Source: an optimization exercise on an open RTL-to-GDS flow (aim: small area and a short achievable clock period). Production flows keep margins and buffers that such runs may drop. RTL that was checked went through simulation tests only; none was proved equivalent to the original. Power and IR drop assume default switching activity.

run a:
==> flow/design.v <==
module bo_in (
	input	logic			rst,
	input	logic	[63:0]	a,
	input	logic			miss,
	input	logic			valid,
	input	logic			pref,
	input	logic			ready,
	input	logic	[7:0]	pt,
	input	logic	[12:0]	out_a,
	input	logic			out_v,
	input	logic	[5:0]	po,
	input	logic	[5:0]	cur_off,	 
	input	logic			cur_neg,	 
	output	logic			q,			 
	output	logic	[7:0]	pt_n,		 
	output	logic	[12:0]	out_a_n,	 
	output	logic			out_v_n,
	output	logic	[5:0]	ra_lo,
	output	logic			ra_inc,
	output	logic			ra_dec,
	output	logic	[5:0]	wr_lo,
	output	logic			wr_inc,
	output	logic			wr_dec
);
	function automatic logic [5:0] inc6(logic [5:0] a);
		inc6 = a ^ {&a[4:0], &a[3:0], &a[2:0], &a[1:0], a[0], 1'b1};
	endfunction
	logic	[6:0]	rs, ws, os;
	logic	[5:0]	oh;
	logic	[12:0]	pf_addr;
	logic			hit, issue;
	assign hit		= ~miss & valid;
	assign q		= ~hit | pt[a[62:60]];
	assign issue	= q & ready & po != 6'd0;
	always_comb begin
		pt_n = pt;
		if (hit)
			pt_n[a[62:60]] = pref;
		if (rst)
			pt_n = '0;
	end
	assign out_a_n	= rst ? 13'd0 : issue ? pf_addr : out_a;
	assign out_v_n	= ~rst & (issue | out_v);
	assign rs		= {1'b0, a[5:0]} + {1'b0, ~cur_off} + 7'd1;
	assign ws		= {1'b0, a[5:0]} + {1'b0, ~po} + 7'd1;
	assign ra_lo	= rs[5:0];
	assign wr_lo	= ws[5:0];
	assign ra_inc	= cur_neg & rs[6];
	assign ra_dec	= ~cur_neg & ~rs[6];
	assign wr_inc	= po[5] & ws[6];
	assign wr_dec	= ~po[5] & ~ws[6];
	assign os		= {1'b0, a[57:52]} + {1'b0, po};
	assign oh		= a[63:58];
	assign pf_addr	= {os[6] & (&oh), os[6] ? inc6(oh) : oh, os[5:0]};
endmodule
module bo_learn (
	input	logic	[6*64-1:0]	mem,	 
	input	logic	[5:0]	ra_lo,		 
	input	logic	[5:0]	a_hi,
	input	logic			ra_inc,
	input	logic			ra_dec,
	input	logic			pnd,
	input	logic	[4:0]	s0,			 
	input	logic	[4:0]	c0,			 
	input	logic	[5:0]	best_q,
	input	logic	[4:0]	nm_p,		 
	input	logic	[5:0]	nbo_p,
	input	logic	[5:0]	cur_off,
	input	logic			last,
	input	logic			end_c,
	input	logic	[4:0]	tl,			 
	output	logic			hitp,
	output	logic	[4:0]	nm,
	output	logic	[5:0]	nbo,
	output	logic			eol,
	output	logic	[5:0]	newpo,
	output	logic	[4:0]	cmax_n,
	output	logic	[5:0]	best_n,
	output	logic	[4:0]	tail
);
	function automatic logic [5:0] inc6(logic [5:0] a);
		inc6 = a ^ {&a[4:0], &a[3:0], &a[2:0], &a[1:0], a[0], 1'b1};
	endfunction
	function automatic logic [5:0] dec6(logic [5:0] a);
		dec6 = a ^ {~|a[4:0], ~|a[3:0], ~|a[2:0], ~|a[1:0], ~a[0], 1'b1};
	endfunction
	logic	[5:0]	rd_tag, ra_hi;
	logic	[5:0]	s1;
	logic			ge0, ge1;
	logic	[4:0]	nm0, nm1;
	logic	[5:0]	nbo0, nbo1;
	logic			eol0, eol1;
	logic	[5:0]	newpo0, newpo1;
	logic	[4:0]	tl1;
	assign rd_tag	= mem[6*ra_lo +: 6];
	assign ra_hi	= ra_inc ? inc6(a_hi) : ra_dec ? dec6(a_hi) : a_hi;
	assign hitp		= pnd & (ra_hi == 6'd0 || rd_tag == ra_hi);
	assign s1		= {1'b0, s0} + 6'd1;
	assign ge0		= s1 >= {1'b0, c0};
	assign nm0		= ge0 ? s1[4:0] : c0;
	assign nbo0		= ge0 ? cur_off : best_q;
	assign eol0		= last && (nm0 == 5'd31 || end_c);
	assign newpo0	= (nm0 <= 5'd1) ? 6'd0 : nbo0;
	assign ge1		= s1 >= {1'b0, nm_p};
	assign nm1		= ge1 ? s1[4:0] : nm_p;
	assign nbo1		= ge1 ? cur_off : nbo_p;
	assign eol1		= last && (nm1 == 5'd31 || end_c);
	assign newpo1	= (nm1 <= 5'd1) ? 6'd0 : nbo1;
	assign nm		= hitp ? nm1 : nm0;
	assign nbo		= hitp ? nbo1 : nbo0;
	assign eol		= hitp ? eol1 : eol0;
	assign newpo	= hitp ? newpo1 : newpo0;
	assign cmax_n	= hitp ? nm_p : c0;
	assign best_n	= hitp ? nbo_p : best_q;
	assign tl1		= tl + 5'd1;
	assign tail		= hitp ? tl1 : tl;
endmodule
module best_offset_prefetcher #(
	parameter	WIDTH		= 64,
	parameter	TAG_WIDTH	= 12,
	parameter	UP_NUM_SET	= 8,
	parameter	UP_NUM_ASSO	= 0
) (
	input		logic					clk,
	input		logic					rst,
	input		logic	[WIDTH - 1:0]	up_address_i,
	input		logic					up_miss_i,
	input		logic					up_valid_i,
	input		logic					up_prefetched_i,
	input		logic					lo_ready_i,
	output		logic	[WIDTH - 1:0]	lo_prefetch_address_o,
	output		logic					lo_prefetch_valid_o
);
	localparam int NOFF = 46;
	function automatic logic [5:0] inc6(logic [5:0] a);
		inc6 = a ^ {&a[4:0], &a[3:0], &a[2:0], &a[1:0], a[0], 1'b1};
	endfunction
	function automatic logic [5:0] dec6(logic [5:0] a);
		dec6 = a ^ {~|a[4:0], ~|a[3:0], ~|a[2:0], ~|a[1:0], ~a[0], 1'b1};
	endfunction
	localparam logic [23*6-1:0] MAGS = {
		6'd1,  6'd2,  6'd3,  6'd4,  6'd5,  6'd6,  6'd7,  6'd8,
		6'd9,  6'd10, 6'd11, 6'd12, 6'd13, 6'd14, 6'd15, 6'd16,
		6'd18, 6'd20, 6'd24, 6'd30, 6'd32, 6'd36, 6'd40};
	function automatic logic [5:0] mag_of(logic [4:0] k);
		mag_of = (k < 5'd23) ? MAGS[6*k +: 6] : 6'd1;
	endfunction
	logic	[5:0]	cur;			 
	logic	[6:0]	round_q;		 
	logic			qd;				 
	logic			qr;				 
	logic			clr_d;			 
	logic	[4:0]	cmax_q;			 
	logic	[5:0]	best_q;			 
	logic	[4:0]	nm_p;			 
	logic	[5:0]	nbo_p;			 
	logic			pnd;			 
	logic	[5:0]	ra_lo;			 
	logic			ra_inc, ra_dec;	 
	logic	[5:0]	a_hi;			 
	logic			r0d;			 
	logic	[5:0]	po;				 
	logic	[7:0]	pt;				 
	logic			wr_en;			 
	logic	[5:0]	wr_lo;
	logic			wr_inc, wr_dec;
	logic			rst_d;
	logic	[12:0]	out_a;
	logic			out_v;
	logic	[4:0]	ring [NOFF];
	logic	[6*64-1:0]	mem;		 
	logic	[5:0]	mag, cur_off;
	logic			q;
	logic	[7:0]	pt_n;
	logic	[12:0]	out_a_n;
	logic			out_v_n;
	logic	[5:0]	ra_lo_n, wr_lo_n;
	logic			ra_inc_n, ra_dec_n, wr_inc_n, wr_dec_n;
	assign mag		= mag_of(cur[5:1]);
	assign cur_off	= cur[0] ? mag : -mag;
	bo_in u_in (
		.rst	(rst),
		.a		(up_address_i),
		.miss	(up_miss_i),
		.valid	(up_valid_i),
		.pref	(up_prefetched_i),
		.ready	(lo_ready_i),
		.pt		(pt),
		.out_a	(out_a),
		.out_v	(out_v),
		.po		(po),
		.cur_off(cur_off),
		.cur_neg(~cur[0]),
		.q		(q),
		.pt_n	(pt_n),
		.out_a_n(out_a_n),
		.out_v_n(out_v_n),
		.ra_lo	(ra_lo_n),
		.ra_inc	(ra_inc_n),
		.ra_dec	(ra_dec_n),
		.wr_lo	(wr_lo_n),
		.wr_inc	(wr_inc_n),
		.wr_dec	(wr_dec_n)
	);
	logic	[5:0]	wr_hi, dbus;
	assign wr_hi	= wr_inc ? inc6(a_hi) : wr_dec ? dec6(a_hi) : a_hi;
	assign dbus		= wr_hi & {6{~rst_d}};
	genvar i;
	generate
		for (i = 0; i < 64; i++) begin : g_entry
			always_ff @(posedge clk) begin
				if (rst_d || (wr_en && wr_lo == i))
					mem[6*i +: 6] <= dbus;
			end
		end
	endgenerate
	logic			last, end_c, hitp, eol;
	logic	[4:0]	s0, c0, tl, nm, cmax_n, tail;
	logic	[5:0]	nbo, newpo, best_n;
	assign last		= cur == NOFF - 1;
	assign end_c	= round_q == 7'd99;
	assign s0		= (round_q == 7'd0) ? 5'd0 : (qd ? ring[1] : ring[0]);
	assign c0		= clr_d ? 5'd0 : cmax_q;
	assign tl		= r0d ? 5'd0 : ring[0];
	bo_learn u_learn (
		.mem	(mem),
		.ra_lo	(ra_lo),
		.a_hi	(a_hi),
		.ra_inc	(ra_inc),
		.ra_dec	(ra_dec),
		.pnd	(pnd),
		.s0		(s0),
		.c0		(c0),
		.best_q	(best_q),
		.nm_p	(nm_p),
		.nbo_p	(nbo_p),
		.cur_off(cur_off),
		.last	(last),
		.end_c	(end_c),
		.tl		(tl),
		.hitp	(hitp),
		.nm		(nm),
		.nbo	(nbo),
		.eol	(eol),
		.newpo	(newpo),
		.cmax_n	(cmax_n),
		.best_n	(best_n),
		.tail	(tail)
	);
	always_ff @(posedge clk) begin
		cmax_q	<= cmax_n;
		best_q	<= best_n;
		nm_p	<= nm;
		nbo_p	<= nbo;
		r0d		<= round_q == 7'd0;
		rst_d	<= rst;
		qr		<= q;
		ra_lo	<= ra_lo_n;
		ra_inc	<= ra_inc_n;
		ra_dec	<= ra_dec_n;
		wr_lo	<= wr_lo_n;
		wr_inc	<= wr_inc_n;
		wr_dec	<= wr_dec_n;
		a_hi	<= up_address_i[11:6];
		pt		<= pt_n;
		out_a	<= out_a_n;
		out_v	<= out_v_n;
		if (rst) begin
			cur		<= '0;
			round_q	<= '0;
			qd		<= 1'b0;
			clr_d	<= 1'b1;
			pnd		<= 1'b0;
			po		<= '0;
			wr_en	<= 1'b0;
		end else begin
			if (q) begin
				cur		<= last ? 6'd0 : cur + 6'd1;
				round_q	<= eol ? 7'd0 : last ? round_q + 7'd1 : round_q;
				if (eol)
					po	<= newpo;
			end
			qd		<= q;
			clr_d	<= q & eol;
			pnd		<= q & up_valid_i & ~eol;
			wr_en	<= up_prefetched_i | po == 6'd0;
		end
	end
	generate
		for (i = 0; i < NOFF; i++) begin : g_ring
			always_ff @(posedge clk) begin
				if (qr)
					ring[i] <= (i == NOFF - 1) ? tail : ring[(i + 1) % NOFF];
			end
		end
	endgenerate
	assign lo_prefetch_address_o	= {{(WIDTH - 13){1'b0}}, out_a};
	assign lo_prefetch_valid_o		= out_v;
endmodule
Settings: LEC_CHECK=0, CAP_MARGIN=20, CORE_MARGIN=2, CORE_UTILIZATION=65, CTS_CLUSTER_DIAMETER=80, CTS_CLUSTER_SIZE=24, SLEW_MARGIN=20, SYNTH_HIERARCHICAL=1, SYNTH_MINIMUM_KEEP_SIZE=0; clock period 17.0 ns.
standard.sh (not shown) runs the stock make flow with config.mk's settings and CLKGATE_MAP_FILE= SYNTH_SCRIPT=/design/flow/synth_recipe.tcl, a recipe that flattens the netlist after the stock synthesis.
==> flow/flow/run.sh <==
#!/bin/bash
# Layout: the standard flow (standard.sh) with two changes to how it is
# made: Yosys leaves adders to ABC instead of mapping them to ha/fa cells
# first (ADDER_MAP_FILE empty), and the port buffers are buf_2 cells.
set -euo pipefail
bash standard.sh "ADDER_MAP_FILE=" "BUFFER_PORTS_ARGS=-buffer_cell sky130_fd_sc_hd__buf_2" "SETUP_SLACK_MARGIN=12.6" finish > standard_flow.log 2>&1
Here is what was changed in the inputs of run b compared with run a.
--- a/flow/design.v
+++ b/flow/design.v
@@ -1,19 +1,15 @@
 module bo_in (
-	input	logic			rst,
 	input	logic	[63:0]	a,
 	input	logic			miss,
 	input	logic			valid,
-	input	logic			pref,
 	input	logic			ready,
 	input	logic	[7:0]	pt,
-	input	logic	[12:0]	out_a,
-	input	logic			out_v,
 	input	logic	[5:0]	po,
 	input	logic	[5:0]	cur_off,	 
 	input	logic			cur_neg,	 
+	output	logic			hit,
 	output	logic			q,			 
-	output	logic	[7:0]	pt_n,		 
-	output	logic	[12:0]	out_a_n,	 
-	output	logic			out_v_n,
+	output	logic			issue,		 
+	output	logic	[12:0]	pf_addr,
 	output	logic	[5:0]	ra_lo,
 	output	logic			ra_inc,
@@ -28,18 +24,7 @@
 	logic	[6:0]	rs, ws, os;
 	logic	[5:0]	oh;
-	logic	[12:0]	pf_addr;
-	logic			hit, issue;
 	assign hit		= ~miss & valid;
 	assign q		= ~hit | pt[a[62:60]];
 	assign issue	= q & ready & po != 6'd0;
-	always_comb begin
-		pt_n = pt;
-		if (hit)
-			pt_n[a[62:60]] = pref;
-		if (rst)
-			pt_n = '0;
-	end
-	assign out_a_n	= rst ? 13'd0 : issue ? pf_addr : out_a;
-	assign out_v_n	= ~rst & (issue | out_v);
 	assign rs		= {1'b0, a[5:0]} + {1'b0, ~cur_off} + 7'd1;
 	assign ws		= {1'b0, a[5:0]} + {1'b0, ~po} + 7'd1;
@@ -171,8 +156,6 @@
 	logic	[6*64-1:0]	mem;		 
 	logic	[5:0]	mag, cur_off;
-	logic			q;
-	logic	[7:0]	pt_n;
-	logic	[12:0]	out_a_n;
-	logic			out_v_n;
+	logic			hit, q, issue;
+	logic	[12:0]	pf_addr;
 	logic	[5:0]	ra_lo_n, wr_lo_n;
 	logic			ra_inc_n, ra_dec_n, wr_inc_n, wr_dec_n;
@@ -180,20 +163,16 @@
 	assign cur_off	= cur[0] ? mag : -mag;
 	bo_in u_in (
-		.rst	(rst),
 		.a		(up_address_i),
 		.miss	(up_miss_i),
 		.valid	(up_valid_i),
-		.pref	(up_prefetched_i),
 		.ready	(lo_ready_i),
 		.pt		(pt),
-		.out_a	(out_a),
-		.out_v	(out_v),
 		.po		(po),
 		.cur_off(cur_off),
 		.cur_neg(~cur[0]),
+		.hit	(hit),
 		.q		(q),
-		.pt_n	(pt_n),
-		.out_a_n(out_a_n),
-		.out_v_n(out_v_n),
+		.issue	(issue),
+		.pf_addr(pf_addr),
 		.ra_lo	(ra_lo_n),
 		.ra_inc	(ra_inc_n),
@@ -263,7 +242,4 @@
 		wr_dec	<= wr_dec_n;
 		a_hi	<= up_address_i[11:6];
-		pt		<= pt_n;
-		out_a	<= out_a_n;
-		out_v	<= out_v_n;
 		if (rst) begin
 			cur		<= '0;
@@ -273,5 +249,8 @@
 			pnd		<= 1'b0;
 			po		<= '0;
+			pt		<= '0;
 			wr_en	<= 1'b0;
+			out_a	<= '0;
+			out_v	<= 1'b0;
 		end else begin
 			if (q) begin
@@ -284,5 +263,11 @@
 			clr_d	<= q & eol;
 			pnd		<= q & up_valid_i & ~eol;
+			if (hit)
+				pt[up_address_i[62:60]] <= up_prefetched_i;
 			wr_en	<= up_prefetched_i | po == 6'd0;
+			if (issue) begin
+				out_a	<= pf_addr;
+				out_v	<= 1'b1;
+			end
 		end
 	end
Results
- Diff run a -> run b | sequential share of layout area | increase of 0.28 points
- On run b: required arrival time at the worst endpoint is 3920 ps higher than what run a gave.
- Run b ended up with up_address_i[60] as its timing startpoint of the critical path; run a ended up with out_a[4].
- Looking at actual transition at the worst max-transition pin, run b sits 39 ps higher than run a does.
- Measured against run a, the combinational power of run b comes out at 0.870 times the reference value.
- For the final area, run b came in 130 µm² lower than run a did.
The RTL of run a was laid out without a check of its function.

## what the ideal ports hide
The flow's constraints put no driver on any port. The routed layouts listed below were extracted and timed again, unchanged, in two steps. Step 1: set_driving_cell puts a clkbuf_16 on clk and a buf_2 on each other input, an assumption about the parent block. Step 2, shift: input delay + t, output delay - t, t = (earliest + latest rising clock arrival at the registers) / 2. This alone moves slack from input paths to output paths. a / b / c = no drivers / after step 1 / after step 2; a / b = the first two.
| run | t (ns) | setup WS [ns] | hold slack, ns |
|---|---|---|---|
| run a | 0.629 | 12.565 / 12.508 / 11.943 | 0.415 / 0.415 / 0.415 |
| run b | 0.640 | 12.572 / 12.513 / 11.937 | 0.402 / 0.402 / 0.402 |
After both steps setup and hold are still met in every run listed. For run b, which loses most, drivers alone change the setup slack by -0.059 ns; drivers and shift together by -0.635 ns.
